This design comes from an exercise in tuning for small area and a short achievable clock period on the open sky130 flow, not from production work.
In this exercise RTL edits were held to simulation tests only and were not proved equivalent to the original.
Power is estimated from default activity; no workload was simulated.

==> flow/design.v, too long to show whole: its modules and the start of the top module <==
// module ALU: 1238 lines
module ALU(
    input logic CLK,
    input logic RST,
    input logic ACT,
    input logic[3:0]  OP,
    input logic[1:0]  MOVI,
    input logic[31:0] REG_A,
    input logic[31:0] REG_B,
    input logic[31:0] MEM,
    input logic[31:0] IMM,
    output logic[31:0] DATA,
    output logic       RDY,
    output logic       VLD
);
  // ...
==> flow/run.sh <==
#!/bin/bash
# synth_recipe.tcl (not shown) runs the flow's synth.tcl, then flattens the netlist and writes it again
# the make line also repeats each setting of config.mk as NAME=value (left out here)
make -C /OpenROAD-flow-scripts/flow DESIGN_CONFIG=/design/flow/config.mk WORK_HOME=/design/flow/orfs CLKGATE_MAP_FILE= SYNTH_SCRIPT=/design/flow/synth_recipe.tcl finish
==> flow/config.mk <==
export PLATFORM = sky130hd
export DESIGN_NAME = ALU
export DESIGN_NICKNAME = ALU
export VERILOG_FILES = /design/flow/design.v
export SDC_FILE = /design/flow/constraint.sdc
export NUM_CORES = 4
export LEC_CHECK = 0
export CAP_MARGIN = 20
export CORE_MARGIN = 2
export CORE_UTILIZATION = 40
export SETUP_SLACK_MARGIN = 4
export SLEW_MARGIN = 20
==> flow/constraint.sdc <==
create_clock -name core_clock -period 10.5 [get_ports {CLK}]
set_input_delay 2.1000 -clock core_clock [delete_from_list [all_inputs] [get_ports {CLK}]]
set_output_delay 2.1000 -clock core_clock [all_outputs]
set_load 0.01 [all_outputs]
==> results.txt, run 1 <==
Place
The placed instance count is 4,670.

Route
In the final routing, the length of wire on met1 measures 54.30 mm.

Cells and area
In the final layout, the share of cells above drive strength 1 is 0.2654. The fraction of area in registers is 0.07534. The biggest cell category by area in the final layout is multi-input gates. The post-layout instance count excluding filler cells is 5,060.

CTS
The TritonCTS buffer count is 17. The largest buffer count on any clock path is 2.

Setup path
The worst endpoint data arrival time is 7360 ps. The worst setup path is of the in -> reg kind.

Global routing
The routing usage on met3 is 0.1444. For this run, the total global-route usage over all layers was measured as 0.3485. The pin count of the biggest net entering global routing is 51.

The initial antenna violation count was 6. The peak-usage layer in the global routing report is met2.

Synthesis
The number of nets handed over by synthesis was 4,471. The register area share after synthesis is 0.09667. The largest area contributor in the synthesized netlist is fa_1.

After synthesis, the cell types taking the most area are fa_1 29%, xnor2_1 12%, a22oi_1 11%. The flip-flop and latch count after synthesis is 131. The average size of a mapped cell is 9.145 µm².

The count of different cell masters after synthesis is 88. Ranked by instance count, the synthesized netlist is headed by 516 x a22oi_1, 494 x fa_1, 453 x xnor2_1.

Status
The run finished with no timing, DRC or antenna violations.

Hold path
Counting instances, the worst hold path has a depth of 2.

Power and ir drop
The share of total power dissipated in sequential elements is 0.184. Of the total power, combinational logic draws 0.671. The largest share of the power goes to combinational cells.

STA
Dividing the final minimum period by the clock period gives 0.6588. Based on the critical path, the design can be clocked at up to 0.1446 GHz.
==> inputs of run 2 (changes only) <==
--- a/flow/config.mk
+++ b/flow/config.mk
@@ -8,5 +8,5 @@
 export CAP_MARGIN = 20
 export CORE_MARGIN = 2
 export CORE_UTILIZATION = 40
-export SETUP_SLACK_MARGIN = 4
+export SETUP_SLACK_MARGIN = 2.5
 export SLEW_MARGIN = 20
==> results.txt, run 2 <==
Synthesis
Of the total synthesized cell area, the portion taken by AND, OR, NAND and NOR gates is 0.05312. The average size of a mapped cell is 9.145 µm² (unchanged). The count of different cell masters after synthesis was 88 (unchanged). The largest total area in the synthesized netlist belongs to fa_1. For this run, the number of Yosys warnings is 1. The commonest cells after synthesis are 516 x a22oi_1, 494 x fa_1, 453 x xnor2_1. Summing every instance area after synthesis gives 33,750 µm². The number of flops mapped to enable cells by yosys is 64. By area the synthesized netlist is led by fa_1 29%, xnor2_1 12%, a22oi_1 11%. The synthesized-area fraction occupied by ao, oa, aoi and oai cells came to 0.2151. The cell count after synthesis is 3,691. The proportion of synthesized flip-flops having asynchronous set or reset is 0. The flip-flop and latch count after synthesis is 131 (unchanged). Of the post-synthesis cell area, the dominant cell type holds 0.2930.

The mux contribution to synthesized area is 0.03521. The combinational family with the most area after synthesis is adder cells. The prevailing post-synth register cell is dfxtp_1. The most common cell in the netlist is a22oi_1.

The register area share after synthesis is 0.09667 (unchanged). The synthesized netlist net count was 4,471 (unchanged). The post-synthesis share of cell area spent on full adders, half adders and majority gates is 0.3482.

The post-synthesis xor/xnor area fraction is 0.1426.

Cells and area
Leaving out fill and tap cells, the most frequent cells in the layout are 516 x a22oi_1, 494 x fa_1, 453 x xnor2_1. The most common library cell in the layout ignoring fill and taps is a22oi_1. The share of final-layout standard cells stronger than drive strength 1 was 0.1037 (-0.1617).

The final layout net count is 4,402. Relative to the synthesized area, the layout overhead comes to 8.892%.

Floorplanning
The initialized floorplan defines 106 standard-cell rows. The count of boundary I/O pins is 171. From left edge to right edge, the die measures 294.5 µm. The placeable core area is 83,560 µm².

The area of the die is 86,730 µm². The floorplan step set the die height to 294.5 µm. The initial utilization of the core area, before any placement, comes to 0.4040.

Setup path
The worst setup path is captured at a flip-flop. The worst endpoint data arrival time came to 8230 ps (+870 ps). Walking the worst path, the cells encountered are clkbuf_4 > nor2b_4 > nand2_1 > o21ai_2 > nand3_1 > a21oi_4 > a22oi_1 > xnor2_1 > fa_1 > fa_1 > fa_1 > fa_1 > fa_1 > inv_1 > fa_1. By startpoint and endpoint, the worst setup path is classified as in -> reg. The slowest stage of the critical path is the a21oi_4 cell. In this run the worst path has a maximum fanout of 23. The number of buffers and inverters on the critical path is 2. STA puts the critical path data required time at 10,860 ps. The kind of cell with the highest combined delay along the critical path is adder cells. The kind of launch point of the worst setup path is an input port. On the worst path, the slowest cell contributes a delay of 750 ps. Counting stages on the worst path, the most repeated cell is fa_1.

Global routing
The first-pass GRT wire length is 202.8 mm. The initial antenna violation count was 7 (+1). The number of global-route vias before repair was 30.03k. The pin count of the biggest net entering global routing is 75 (+47%). The total global routing overflow is 0. The global-route usage over all layers is 0.3212 (-0.02722).

Route
The sum of routed wire length over all layers is 139.4 mm. The routed layout has 29.68k vias. In the routed design, unresolved DRC markers number 0. The initial detailed-routing violation count is 3,938.

The detail route stage leaves a number of antenna-violating nets equal to 0. Dividing the detail-routed wire length by the instance count gives 29.56 µm. The mean number of vias per cell is 6.293. The first detailed-routing pass took 7 iterations.

STA
The slew at the pin closest to its max-slew limit is 1324 ps. The number of pins exceeding their max-slew limit in the final report came to 0. The worst pin sits at a relative slew slack of 0.1146. The worst path meets setup with 2633 ps of slack.

Setup repair after global routing left no endpoint under its margin. The number of hold violations in the final report came to 0. The final setup violation count is 0. On the final layout, the worst hold slack is 658.8 ps.

The achievable clock frequency came to 0.1271 GHz (-12%). For the final routed database, the setup TNS stands at 0 ps. The clock period minus worst slack is 7867 ps. The ratio of final minimum period to clock period is 0.7492 (+0.09036). The final setup skew is 20.66 ps.

Status
The flow ran to the end and the layout has no timing, DRC or antenna violations.

Place
Input and output buffers added on the ports amount to 170. Before CTS, the worst setup slack after placement is 1917 ps. The routability congestion estimate from global placement is 1.004.

Detailed placement finished with a half-perimeter wire length of 98.69 mm.

CTS
The largest buffer count on any clock path is 2 (unchanged). The clock net in this run drives a total of 131 sinks. The clock reaches the later pin of the worst-skew pair after 510 ps. The TritonCTS buffer count is 17 (unchanged).

The H-tree level count is 4. The quantity of hold-fixing buffers added after cts is 0. The CTS tree is done. CTS placed an instance of clkbuf_16 at the clock tree root.

Clock-pin slew was measured on the worst setup and hold paths at 70 ps.

Hold path
The worst hold path class is reg -> reg.

Power and ir drop
The final total power is 4103 µW. Summed over all cells, the static leakage comes to 0.01308 µW. Dividing total power by cell area gives a power density of 111.6 nW/µm².

The peak ir drop on the vdd network is 0.0001320 V.

Job
The tool flagged a number of max-cap violations equal to 0.
## run 2: cell counts after synthesis
Identical to the previous run, type by type.
## run 2: cells by family after synthesis
group | after synthesis
xor+xnor | 545
flops | 131
buf+inv | 861
simple gates | 402
mux | 110
compound gates | 999
fa+ha+maj | 643
## run 2: metal layers
metal	vias up	routed length, µm	GRT usage
li1	12360	-	-
met1	14680	53320	0.4160
met2	2116	58870	0.4765
met3	508	17220	0.08597
met4	10	9956	0.1985
met5	-	64	0
## run 2: tightest hold or removal path: stages (launching register included)
cell     delay [ps]
dfxtp_1         410
a21oi_1         160
nor3_1           50
## run 2: worst paths after layout
check                                                start                    endpoint  slack (ps)  depth (start not counted)
worst min-delay path            state_curr[1]$_SDFFE_PP0P_  state_curr[0]$_SDFFE_PP0P_         660                          2
worst max register to register  state_curr[0]$_SDFFE_PP0P_                  cy$_DFF_P_        5810                         12
worst min register to register  state_curr[1]$_SDFFE_PP0P_  state_curr[0]$_SDFFE_PP0P_         660                          2
worst max-delay path                               MOVI[0]            s_lo[29]$_DFF_P_        2630                         15
## run 2: per-stage QoR
stage	cell area, µm²	instances	utilization
2_1_floorplan	33750	3691	-
3_3_place_gp	35950	4672	0.4303
3_5_place_dp	35950	4672	0.4303
4_1_cts	36540	4704	0.4373
5_1_grt	36760	4716	0.4399
6_report	36760	4716	0.4399
## run 2: cell type report
type / count / area, µm²
clock inverter: 15 / 151.4
clock buffer: 17 / 425.4
multi-input combinational: 2702 / 27080
tap: 1080 / 1351
antenna: 1 / 2.502
sequential: 131 / 3263
fill: 8209 / 46800
inverter: 462 / 1753
timing repair buffer: 308 / 2729
## run 2: repair_timing
action                                  in CTS  in global routing
endpoints found under the setup margin       7                 46
endpoints found under the hold margin        0                  0
gates cloned                                 0                  3
pin swaps                                    0                  4
setup buffers                                0                  6
resized for setup                            2                 14
## run 2: power breakdown
part           total (µW)  switching, µW  internal [µW]
combinational        2670           1590           1080
clock                 610            292            318
sequential            826           62.3            764
total                4100           1950           2160

==> what the ideal ports hide <==
In the flow no input, the clock included, has a driving cell. The finished layouts below were timed again as built, in two steps.
Step 1 sets driving cells, clkbuf_16 on the clock port and buf_2 on the other inputs (assumed; they add their load-dependent delay and slew).
Step 2 times the ports against the registers' clock, not the clock port: input delays grow and output delays shrink by t, the midpoint of the rising clock arrivals with the driver on.
Slacks: ideal ports / drivers / drivers and shift; pairs: ideal ports / drivers.
run	t (ns)	setup slack, ns	worst hold slack (ns)	worst setup path at the end	worst slew at a driven data input, ns
run 1	0.583	3.582 / 3.597 / 3.014	0.648 / 0.648 / 0.648	input to register	0.08
run 2	0.554	2.633 / 2.674 / 2.120	0.659 / 0.659 / 0.659	input to register	0.12
After both steps setup and hold are still met in every run listed. For run 1, which loses most, drivers alone change the setup slack by +0.015 ns; drivers and shift together by -0.568 ns.
